Source: an optimization exercise on an open RTL-to-GDS flow (aim: small area and a short achievable clock period). Production flows keep margins and buffers that such runs may drop. In this exercise RTL edits were held to simulation tests only and were not proved equivalent to the original. Power and IR drop assume default switching activity.

Setup of run 1:
==> module afvip, before the edit <==
module afvip #(
    parameter TP = 0
)(
    input            clk        ,
    input            rst_n      ,
    output           afvip_intr ,
    input            psel       ,
    input            penable    ,
    input     [15:0] paddr      ,
    input            pwrite     ,
    input     [31:0] pwdata     ,
    output           pready     ,
    output    [31:0] prdata     ,
    output           pslverr
);
integer i;
wire        a_low    = ~|paddr[15:8];
wire        a_work   = a_low & ~paddr[7] & ~|paddr[1:0];
wire        a_cfg    = a_low & (paddr[7:0] == 8'h80);
wire        a_sts    = a_low & (paddr[7:0] == 8'h84);
wire        a_clr    = a_low & (paddr[7:0] == 8'h88);
wire        a_ctl    = a_low & (paddr[7:0] == 8'h8C);
wire [4:0]  a_idx    = paddr[6:2];
wire        wr_acc   = psel & penable & pwrite;
wire        we_work  = wr_acc & a_work;
wire        we_cfg   = wr_acc & a_cfg;
wire        we_clr   = wr_acc & a_clr;
wire        we_ctl   = wr_acc & a_ctl;
reg  [2:0]  op;
reg  [4:0]  rs0, rs1, dst;
reg  [7:0]  imm;
reg         mul, y_imm, c_b, c_imm, op_ok;
wire [2:0]  wop = pwdata[2:0];
always @(posedge clk or negedge rst_n)
if (~rst_n) begin
  op <= 3'd0; rs0 <= 5'd0; rs1 <= 5'd0; dst <= 5'd0; imm <= 8'd0;
  mul <= 1'b0; y_imm <= 1'b0; c_b <= 1'b0; c_imm <= 1'b0; op_ok <= 1'b1;
end else if (we_cfg) begin
  op <= wop; rs0 <= pwdata[7:3]; rs1 <= pwdata[12:8]; dst <= pwdata[20:16]; imm <= pwdata[31:24];
  mul   <= (wop == 3'd1) | (wop == 3'd3) | (wop == 3'd4);
  y_imm <= (wop == 3'd1);
  c_b   <= (wop == 3'd2);
  c_imm <= (wop == 3'd4);
  op_ok <= (wop < 3'd5);
end
reg         clr_err, clr_fin, start;
always @(posedge clk or negedge rst_n)
if (~rst_n) begin
  clr_err <= 1'b0; clr_fin <= 1'b0; start <= 1'b0;
end else begin
  clr_err <= we_clr & pwdata[0];
  clr_fin <= we_clr & pwdata[1];
  start   <= we_ctl & pwdata[0];
end
reg         err, fin;
always @(posedge clk or negedge rst_n)
if (~rst_n)                err <= 1'b0; else
if (start & ~op_ok)        err <= 1'b1; else
if (clr_err)               err <= 1'b0;
always @(posedge clk or negedge rst_n)
if (~rst_n)                fin <= 1'b0; else
if (start &  op_ok)        fin <= 1'b1; else
if (clr_fin)               fin <= 1'b0;
assign afvip_intr = err | fin;
reg         pend;     
wire [31:0] res;
reg         wb_v;
reg  [4:0]  wb_idx;
reg  [31:0] wb_dat;
always @(posedge clk or negedge rst_n)
if (~rst_n) begin
  pend <= 1'b0; wb_v <= 1'b0;
end else begin
  pend <= start & op_ok;
  wb_v <= we_work;
end
always @(posedge clk) begin
  wb_idx <= a_idx;
  wb_dat <= pwdata;
end
wire [31:0] wbus  = wb_v ? wb_dat : res;
wire [31:0] d_hot = 32'd1 << dst;
wire [31:0] w_hot = 32'd1 << wb_idx;
reg  [1023:0] wreg;
reg  [31:0]   vld;
wire [31:0]   wsel = ({32{wb_v}} & w_hot) | ({32{pend}} & d_hot);
always @(posedge clk)
  for (i = 0; i < 32; i = i + 1)
    if (wsel[i]) wreg[i*32 +: 32] <= wbus;
always @(posedge clk or negedge rst_n)
if (~rst_n) vld <= 32'd0;
else        vld <= vld | wsel;
reg         a_ok, b_ok;
wire [4:0]  f_idx = a_ok ? rs1 : rs0;
wire [31:0] r_vld = vld & ~({32{wb_v}} & w_hot);           
wire [31:0] f_hot = r_vld & (32'd1 << f_idx);
wire [31:0] rhot;
afvip_rsel afvip_rsel_i (.idx(a_idx), .fill(pwrite), .f_hot(f_hot), .vld(r_vld), .hot(rhot));
wire        r_fwd = wb_v & (pwrite ? (f_idx == wb_idx) : (a_idx == wb_idx));
wire [31:0] rmux;
afvip_rmux afvip_rmux_i (.d(wreg), .sel(rhot), .q(rmux));
wire [31:0] rval  = rmux | ({32{r_fwd}} & wb_dat);
reg  [31:0] opa, opb;
wire        fill    = pwrite;
wire        au_a    = pend & (dst == rs0);
wire        au_b    = pend & (dst == rs1);
wire        fill_a  = fill & ~a_ok;
wire        fill_b  = fill & a_ok & ~b_ok;
always @(posedge clk) begin
  if (au_a)                 opa <= res; else
  if (fill_a)               opa <= rval;
  if (au_b & ~y_imm)        opb <= res; else
  if (fill_b)               opb <= y_imm ? {24'd0, imm} : rval;
end
always @(posedge clk or negedge rst_n)
if (~rst_n) begin
  a_ok <= 1'b0; b_ok <= 1'b0;
end else if (we_cfg) begin
  a_ok <= 1'b0; b_ok <= 1'b0;
end else begin
  a_ok <= (a_ok | fill | au_a) & ~(we_work & (a_idx == rs0));
  b_ok <= (b_ok | (fill & a_ok) | au_b) & ~(we_work & (a_idx == rs1) & ~y_imm);
end
wire [127:0] cs;
reg  [127:0] st;
afvip_au afvip_au_i (.a(opa), .y(opb), .c(imm & {8{c_imm}}), .r(cs));
always @(posedge clk)
  st <= mul ? cs : {64'd0, (c_b ? opb : {24'd0, imm}), opa};
wire [31:0] r0 = st[31:0], r1 = st[63:32], r2 = st[95:64], r3 = st[127:96];
wire [31:0] s1 = r0 ^ r1 ^ r2;
wire [31:0] c1 = {(r0[30:0] & r1[30:0]) | (r0[30:0] & r2[30:0]) | (r1[30:0] & r2[30:0]), 1'b0};
wire [31:0] s2 = s1 ^ c1 ^ r3;
wire [31:0] c2 = {(s1[30:0] & c1[30:0]) | (s1[30:0] & r3[30:0]) | (c1[30:0] & r3[30:0]), 1'b0};
assign res = s2 + c2;
wire [31:0] rdata    = ({32{a_work}} & rval)
                     | ({32{a_cfg }} & {imm, 3'd0, dst, 3'd0, rs1, rs0, op})
                     | ({32{a_sts }} & {30'd0, fin, err})
                     | ({32{a_clr }} & {30'd0, clr_fin, clr_err})
                     | ({32{a_ctl }} & {31'd0, start});
wire        dec_ok   = a_work | a_cfg | a_clr | a_ctl | (a_sts & ~pwrite);
reg  [31:0] prdata_r;
reg         pslverr_r;
always @(posedge clk) begin
  prdata_r  <= rdata;
  pslverr_r <= ~dec_ok;
end
assign prdata  = prdata_r;
assign pslverr = pslverr_r;
assign pready  = 1'b1;
endmodule
clock: 13.0 ns
lec_check: 0
abc_area: 1
cap_margin: 20
core_margin: 2
core_utilization: 58
place_density: 0.68
slew_margin: 20
standard.sh (not shown) runs the stock make flow with config.mk's settings and CLKGATE_MAP_FILE= SYNTH_SCRIPT=/design/flow/synth_recipe.tcl, a recipe that flattens the netlist after the stock synthesis.
==> flow/flow/run.sh <==
#!/bin/bash
# Layout flow: the standard layout (standard.sh) with these changes:
#  - synthesis uses flow/synth.tcl: the standard synthesis script, except that the work register read
#    mux and its select lines (modules afvip_rmux and afvip_rsel, which hold no registers) are mapped
#    on their own (see flow/synth.tcl); registers, their names and cells are those of the standard
#    synthesis;
#  - repair_timing aims for a setup slack margin of SETUP_SLACK_MARGIN ns against the design's clock;
#  - clock tree sink clusters of up to 25 flip-flops and no dummy loads;
#  - ports are buffered with buf_4 cells.
# Each tool's output goes to a log here (synth.log, standard.log) and to ORFS's logs under orfs/logs.
set -euo pipefail
export SETUP_SLACK_MARGIN=8.7
export CTS_ARGS="-sink_clustering_enable -repair_clock_nets -dont_use_dummy_load -sink_clustering_size 25 -sink_clustering_max_diameter 80"
export BUFFER_PORTS_ARGS="-buffer_cell sky130_fd_sc_hd__buf_4"
make_line=$(grep '^make ' standard.sh)
synth_line=$(printf '%s\n' "$make_line" | sed -e "s|SYNTH_SCRIPT=[^ ]*|SYNTH_SCRIPT=$PWD/flow/synth.tcl|" -e 's|"${@:-finish}"|synth|')
bash -c "$synth_line" > synth.log 2>&1
bash standard.sh finish > standard.log 2>&1
Other scripts of this flow, unchanged in this note and not shown: flow/flow/synth.tcl
Run 1 has completed all stages; timing, DRC and antenna checks passed.
The following lists how run 2 was set up differently from run 1:
--- a/flow/design.v
+++ b/flow/design.v
@@ -738,18 +738,15 @@
 reg  [4:0]  rs0, rs1, dst;
 reg  [7:0]  imm;
-reg         mul, y_imm, c_b, c_imm, op_ok;
-wire [2:0]  wop = pwdata[2:0];
 always @(posedge clk or negedge rst_n)
 if (~rst_n) begin
   op <= 3'd0; rs0 <= 5'd0; rs1 <= 5'd0; dst <= 5'd0; imm <= 8'd0;
-  mul <= 1'b0; y_imm <= 1'b0; c_b <= 1'b0; c_imm <= 1'b0; op_ok <= 1'b1;
 end else if (we_cfg) begin
-  op <= wop; rs0 <= pwdata[7:3]; rs1 <= pwdata[12:8]; dst <= pwdata[20:16]; imm <= pwdata[31:24];
-  mul   <= (wop == 3'd1) | (wop == 3'd3) | (wop == 3'd4);
-  y_imm <= (wop == 3'd1);
-  c_b   <= (wop == 3'd2);
-  c_imm <= (wop == 3'd4);
-  op_ok <= (wop < 3'd5);
+  op <= pwdata[2:0]; rs0 <= pwdata[7:3]; rs1 <= pwdata[12:8]; dst <= pwdata[20:16]; imm <= pwdata[31:24];
 end
+wire        mul   = (op == 3'd1) | (op == 3'd3) | (op == 3'd4);
+wire        y_imm = (op == 3'd1);
+wire        c_b   = (op == 3'd2);
+wire        c_imm = (op == 3'd4);
+wire        op_ok = (op < 3'd5);
 reg         clr_err, clr_fin, start;
 always @(posedge clk or negedge rst_n)
@@ -775,5 +772,5 @@
 reg         wb_v;
 reg  [4:0]  wb_idx;
-reg  [31:0] wb_dat;
+reg  [31:0] xd;       
 always @(posedge clk or negedge rst_n)
 if (~rst_n) begin
@@ -783,9 +780,7 @@
   wb_v <= we_work;
 end
-always @(posedge clk) begin
+always @(posedge clk)
   wb_idx <= a_idx;
-  wb_dat <= pwdata;
-end
-wire [31:0] wbus  = wb_v ? wb_dat : res;
+wire [31:0] wbus  = wb_v ? xd : res;
 wire [31:0] d_hot = 32'd1 << dst;
 wire [31:0] w_hot = 32'd1 << wb_idx;
@@ -808,5 +803,5 @@
 wire [31:0] rmux;
 afvip_rmux afvip_rmux_i (.d(wreg), .sel(rhot), .q(rmux));
-wire [31:0] rval  = rmux | ({32{r_fwd}} & wb_dat);
+wire [31:0] rval  = rmux | ({32{r_fwd}} & xd);
 reg  [31:0] opa, opb;
 wire        fill    = pwrite;
@@ -841,17 +836,18 @@
 wire [31:0] c2 = {(s1[30:0] & c1[30:0]) | (s1[30:0] & r3[30:0]) | (c1[30:0] & r3[30:0]), 1'b0};
 assign res = s2 + c2;
-wire [31:0] rdata    = ({32{a_work}} & rval)
-                     | ({32{a_cfg }} & {imm, 3'd0, dst, 3'd0, rs1, rs0, op})
-                     | ({32{a_sts }} & {30'd0, fin, err})
-                     | ({32{a_clr }} & {30'd0, clr_fin, clr_err})
-                     | ({32{a_ctl }} & {31'd0, start});
+wire        rd       = ~pwrite;
+wire [31:0] xd_d     = ({32{rd & a_work}} & rval)
+                     | ({32{rd & a_cfg }} & {imm, 3'd0, dst, 3'd0, rs1, rs0, op})
+                     | ({32{rd & a_sts }} & {30'd0, fin, err})
+                     | ({32{rd & a_clr }} & {30'd0, clr_fin, clr_err})
+                     | ({32{rd & a_ctl }} & {31'd0, start})
+                     | ({32{pwrite    }} & pwdata);
 wire        dec_ok   = a_work | a_cfg | a_clr | a_ctl | (a_sts & ~pwrite);
-reg  [31:0] prdata_r;
 reg         pslverr_r;
 always @(posedge clk) begin
-  prdata_r  <= rdata;
+  xd        <= xd_d;
   pslverr_r <= ~dec_ok;
 end
-assign prdata  = prdata_r;
+assign prdata  = xd;
 assign pslverr = pslverr_r;
 assign pready  = 1'b1;
--- outcome ---
Summary — ratio of total power to cell area, run 2 relative to run 1: lower, by about 1.4%.
Run 1 → run 2: non-clock buffer count lost 6.7%; antenna diode instance count fell by 3.
Run 2 vs. run 1: number of clock sinks seen by CTS went down by 2.8%.
Of run 1 and run 2, run 2 shows the higher final critical-path required period, with run 1 below it.
Re final weighted congestion in routability-driven placement: run 1 and run 2 aren't equal, and the lower value belongs to run 1.
Compare run 1 and run 2 | fraction of the mapped netlist area in compound gates lower: run 1
The total met3 wirelength after detailed routing in run 2 is 1.14 times that in run 1.
Final total power sits lower in run 2 than in run 1.
Summary of run 2 over run 1: worst-margin pin slew now sits higher; sequential cell area fraction in the yosys report -0.84 points; wire length decreased by about 2.7% relative to the old numbers; switching power of the nets went down by 0.80%.

---

== old ==
Another version of the RTL of afvip (not shown whole).
Size in the first run: roughly 5,000 cells after synthesis, roughly 1,300 flip-flops.
==> module afvip, before the edit <==
module afvip #(
    parameter TP = 0
)(
    input            clk        ,
    input            rst_n      ,
    output           afvip_intr ,
    input            psel       ,
    input            penable    ,
    input     [15:0] paddr      ,
    input            pwrite     ,
    input     [31:0] pwdata     ,
    output           pready     ,
    output    [31:0] prdata     ,
    output           pslverr
);
integer i;
wire        a_low    = ~|paddr[15:8];
wire        a_work   = a_low & ~paddr[7] & ~|paddr[1:0];
wire        a_cfg    = a_low & (paddr[7:0] == 8'h80);
wire        a_sts    = a_low & (paddr[7:0] == 8'h84);
wire        a_clr    = a_low & (paddr[7:0] == 8'h88);
wire        a_ctl    = a_low & (paddr[7:0] == 8'h8C);
wire [4:0]  a_idx    = paddr[6:2];
wire        wr_acc   = psel & penable & pwrite;
wire        we_work  = wr_acc & a_work;
wire        we_cfg   = wr_acc & a_cfg;
wire        we_clr   = wr_acc & a_clr;
wire        we_ctl   = wr_acc & a_ctl;
reg  [2:0]  op;
reg  [4:0]  rs0, rs1, dst;
reg  [7:0]  imm;
always @(posedge clk or negedge rst_n)
if (~rst_n) begin
  op <= 3'd0; rs0 <= 5'd0; rs1 <= 5'd0; dst <= 5'd0; imm <= 8'd0;
end else if (we_cfg) begin
  op <= pwdata[2:0]; rs0 <= pwdata[7:3]; rs1 <= pwdata[12:8]; dst <= pwdata[20:16]; imm <= pwdata[31:24];
end
wire        mul   = (op == 3'd1) | (op == 3'd3) | (op == 3'd4);
wire        y_imm = (op == 3'd1);
wire        c_b   = (op == 3'd2);
wire        c_imm = (op == 3'd4);
wire        op_ok = (op < 3'd5);
reg         clr_err, clr_fin, start;
always @(posedge clk or negedge rst_n)
if (~rst_n) begin
  clr_err <= 1'b0; clr_fin <= 1'b0; start <= 1'b0;
end else begin
  clr_err <= we_clr & pwdata[0];
  clr_fin <= we_clr & pwdata[1];
  start   <= we_ctl & pwdata[0];
end
reg         err, fin;
always @(posedge clk or negedge rst_n)
if (~rst_n)                err <= 1'b0; else
if (start & ~op_ok)        err <= 1'b1; else
if (clr_err)               err <= 1'b0;
always @(posedge clk or negedge rst_n)
if (~rst_n)                fin <= 1'b0; else
if (start &  op_ok)        fin <= 1'b1; else
if (clr_fin)               fin <= 1'b0;
assign afvip_intr = err | fin;
reg         pend;     
wire [31:0] res;
reg         wb_v;
reg  [4:0]  wb_idx;
reg  [31:0] wb_dat;
always @(posedge clk or negedge rst_n)
if (~rst_n) begin
  pend <= 1'b0; wb_v <= 1'b0;
end else begin
  pend <= start & op_ok;
  wb_v <= we_work;
end
always @(posedge clk) begin
  wb_idx <= a_idx;
  wb_dat <= pwdata;
end
wire [31:0] wbus  = wb_v ? wb_dat : res;
wire [31:0] d_hot = 32'd1 << dst;
wire [31:0] w_hot = 32'd1 << wb_idx;
reg  [1023:0] wreg;
reg  [31:0]   vld;
wire [31:0]   wsel = ({32{wb_v}} & w_hot) | ({32{pend}} & d_hot);
always @(posedge clk)
  for (i = 0; i < 32; i = i + 1)
    if (wsel[i]) wreg[i*32 +: 32] <= wbus;
always @(posedge clk or negedge rst_n)
if (~rst_n) vld <= 32'd0;
else        vld <= vld | wsel;
reg         a_ok, b_ok;
wire [4:0]  f_idx = a_ok ? rs1 : rs0;
wire [31:0] r_vld = vld & ~({32{wb_v}} & w_hot);           
wire [31:0] f_hot = r_vld & (32'd1 << f_idx);
wire [31:0] rhot;
afvip_rsel afvip_rsel_i (.idx(a_idx), .fill(pwrite), .f_hot(f_hot), .vld(r_vld), .hot(rhot));
wire        r_fwd = wb_v & (pwrite ? (f_idx == wb_idx) : (a_idx == wb_idx));
wire [31:0] rmux;
afvip_rmux afvip_rmux_i (.d(wreg), .sel(rhot), .q(rmux));
wire [31:0] rval  = rmux | ({32{r_fwd}} & wb_dat);
reg  [31:0] opa, opb;
wire        fill    = pwrite;
wire        au_a    = pend & (dst == rs0);
wire        au_b    = pend & (dst == rs1);
wire        fill_a  = fill & ~a_ok;
wire        fill_b  = fill & a_ok & ~b_ok;
always @(posedge clk) begin
  if (au_a)                 opa <= res; else
  if (fill_a)               opa <= rval;
  if (au_b & ~y_imm)        opb <= res; else
  if (fill_b)               opb <= y_imm ? {24'd0, imm} : rval;
end
always @(posedge clk or negedge rst_n)
if (~rst_n) begin
  a_ok <= 1'b0; b_ok <= 1'b0;
end else if (we_cfg) begin
  a_ok <= 1'b0; b_ok <= 1'b0;
end else begin
  a_ok <= (a_ok | fill | au_a) & ~(we_work & (a_idx == rs0));
  b_ok <= (b_ok | (fill & a_ok) | au_b) & ~(we_work & (a_idx == rs1) & ~y_imm);
end
wire [127:0] cs;
reg  [127:0] st;
afvip_au afvip_au_i (.a(opa), .y(opb), .c(imm & {8{c_imm}}), .r(cs));
always @(posedge clk)
  st <= mul ? cs : {64'd0, (c_b ? opb : {24'd0, imm}), opa};
wire [31:0] r0 = st[31:0], r1 = st[63:32], r2 = st[95:64], r3 = st[127:96];
wire [31:0] s1 = r0 ^ r1 ^ r2;
wire [31:0] c1 = {(r0[30:0] & r1[30:0]) | (r0[30:0] & r2[30:0]) | (r1[30:0] & r2[30:0]), 1'b0};
wire [31:0] s2 = s1 ^ c1 ^ r3;
wire [31:0] c2 = {(s1[30:0] & c1[30:0]) | (s1[30:0] & r3[30:0]) | (c1[30:0] & r3[30:0]), 1'b0};
assign res = s2 + c2;
wire [31:0] rdata    = ({32{a_work}} & rval)
                     | ({32{a_cfg }} & {imm, 3'd0, dst, 3'd0, rs1, rs0, op})
                     | ({32{a_sts }} & {30'd0, fin, err})
                     | ({32{a_clr }} & {30'd0, clr_fin, clr_err})
                     | ({32{a_ctl }} & {31'd0, start});
wire        dec_ok   = a_work | a_cfg | a_clr | a_ctl | (a_sts & ~pwrite);
reg  [31:0] prdata_r;
reg         pslverr_r;
always @(posedge clk) begin
  prdata_r  <= rdata;
  pslverr_r <= ~dec_ok;
end
assign prdata  = prdata_r;
assign pslverr = pslverr_r;
assign pready  = 1'b1;
endmodule
Settings: LEC_CHECK=0, ABC_AREA=1, CAP_MARGIN=20, CORE_MARGIN=2, CORE_UTILIZATION=62, PLACE_DENSITY=0.72, SLEW_MARGIN=20; clock period 13.0 ns.
==> flow/flow/synth.tcl <==
# Synthesis for flow/run.sh: the standard synthesis (synth_recipe.tcl, ORFS synth.tcl), except
# that the work register read mux (module afvip_rmux) and its select lines (module afvip_rsel) are
# kept as modules of their own until the end: ABC maps afvip_rsel as it maps the top module, and
# afvip_rmux with an area-only mapping onto a few AND-OR cells. Neither module holds registers.
# The design is flattened and renamed as synth_recipe.tcl does.
proc synth {args} { yosys synth -nofsm -noshare {*}$args }
set ::env(SYNTH_KEEP_MODULES) {afvip_rmux afvip_rsel}
proc abc {args} {
  yosys abc {*}$args afvip
  yosys abc {*}$args afvip_rsel
  set lib [lindex $args [expr {[lsearch -exact $args -liberty] + 1}]]
  set fh [open $lib r]; set text [read $fh]; close $fh
  set keep {sky130_fd_sc_hd__a22oi_1 sky130_fd_sc_hd__nand4_1 sky130_fd_sc_hd__nand2_1
            sky130_fd_sc_hd__nor2_1 sky130_fd_sc_hd__inv_1}
  set rargs {}
  set skip 0
  foreach a $args {
    if {$skip} { set skip 0; continue }
    if {$a eq "-script" || $a eq "-constr"} { set skip 1; continue }
    lappend rargs $a
  }
  foreach {- c} [regexp -all -inline {cell\s*\(\s*"?([A-Za-z0-9_]+)"?\s*\)} $text] {
    if {[lsearch -exact $keep $c] < 0} { lappend rargs -dont_use $c }
  }
  set scr $::env(OBJECTS_DIR)/abc_rmux.script
  set fh [open $scr w]; puts $fh "strash\ndch\nmap -a"; close $fh
  yosys abc -script $scr {*}$rargs afvip_rmux
}
source $::env(SCRIPTS_DIR)/synth.tcl
# left out here: clear keep_hierarchy, flatten, clean up, hide names made inside functions, write 1_2_yosys.v
Scripts as last shown in full above: flow/flow/run.sh
old went all the way through the flow, and no timing, DRC or antenna check failed.
diff inputs: old => new
--- a/flow/design.v
+++ b/flow/design.v
@@ -738,15 +738,18 @@
 reg  [4:0]  rs0, rs1, dst;
 reg  [7:0]  imm;
+reg         mul, y_imm, c_b, c_imm, op_ok;
+wire [2:0]  wop = pwdata[2:0];
 always @(posedge clk or negedge rst_n)
 if (~rst_n) begin
   op <= 3'd0; rs0 <= 5'd0; rs1 <= 5'd0; dst <= 5'd0; imm <= 8'd0;
+  mul <= 1'b0; y_imm <= 1'b0; c_b <= 1'b0; c_imm <= 1'b0; op_ok <= 1'b1;
 end else if (we_cfg) begin
-  op <= pwdata[2:0]; rs0 <= pwdata[7:3]; rs1 <= pwdata[12:8]; dst <= pwdata[20:16]; imm <= pwdata[31:24];
+  op <= wop; rs0 <= pwdata[7:3]; rs1 <= pwdata[12:8]; dst <= pwdata[20:16]; imm <= pwdata[31:24];
+  mul   <= (wop == 3'd1) | (wop == 3'd3) | (wop == 3'd4);
+  y_imm <= (wop == 3'd1);
+  c_b   <= (wop == 3'd2);
+  c_imm <= (wop == 3'd4);
+  op_ok <= (wop < 3'd5);
 end
-wire        mul   = (op == 3'd1) | (op == 3'd3) | (op == 3'd4);
-wire        y_imm = (op == 3'd1);
-wire        c_b   = (op == 3'd2);
-wire        c_imm = (op == 3'd4);
-wire        op_ok = (op < 3'd5);
 reg         clr_err, clr_fin, start;
 always @(posedge clk or negedge rst_n)
[new] die extent in x fell 0.45% relative to old
Met2 layer wire length in the routed design (new over old): decrease, about 8%
The run with more setup slack is new; old has less.
Between old and new, the hold slack does not differ in any meaningful way.
new vs. old: biggest cell delay along the critical path moved up; wire length of the first global-routing pass moved down; wire length moved down; global-route usage moved down.
Looking at final period utilization, new sits 0.75 points below old.

[what the ideal ports hide]
No port has a modelled driver above. Below, the same layouts with a new extraction and two added sets of constraints.
Step 1: set_driving_cell puts a clkbuf_16 on clk and a buf_2 on each other input, an assumption about the parent block.
Step 2 times the ports against the registers' clock, not the clock port: input delays grow and output delays shrink by t, the midpoint of the rising clock arrivals with the driver on.
Slacks: ideal ports / drivers / drivers and shift; pairs: ideal ports / drivers.
run	shift t [ns]	setup slack, ns	worst hold slack (ns)	worst slew at a driven data input, ns	cell pins on the clock port's net
run 1	0.730	8.677 / 8.544 / 7.814	0.464 / 0.464 / 0.464	0.25	1
run 2	0.705	8.639 / 8.554 / 7.850	0.472 / 0.472 / 0.472	0.27	1
old	0.732	8.594 / 8.537 / 7.805	0.464 / 0.464 / 0.464	0.22	1
new	0.718	8.692 / 8.586 / 7.868	0.466 / 0.466 / 0.466	0.26	1
After both steps every run listed still meets setup and hold. The setup slack of run 1, which loses most, moves by -0.133 ns with the drivers and by -0.863 ns with both steps.
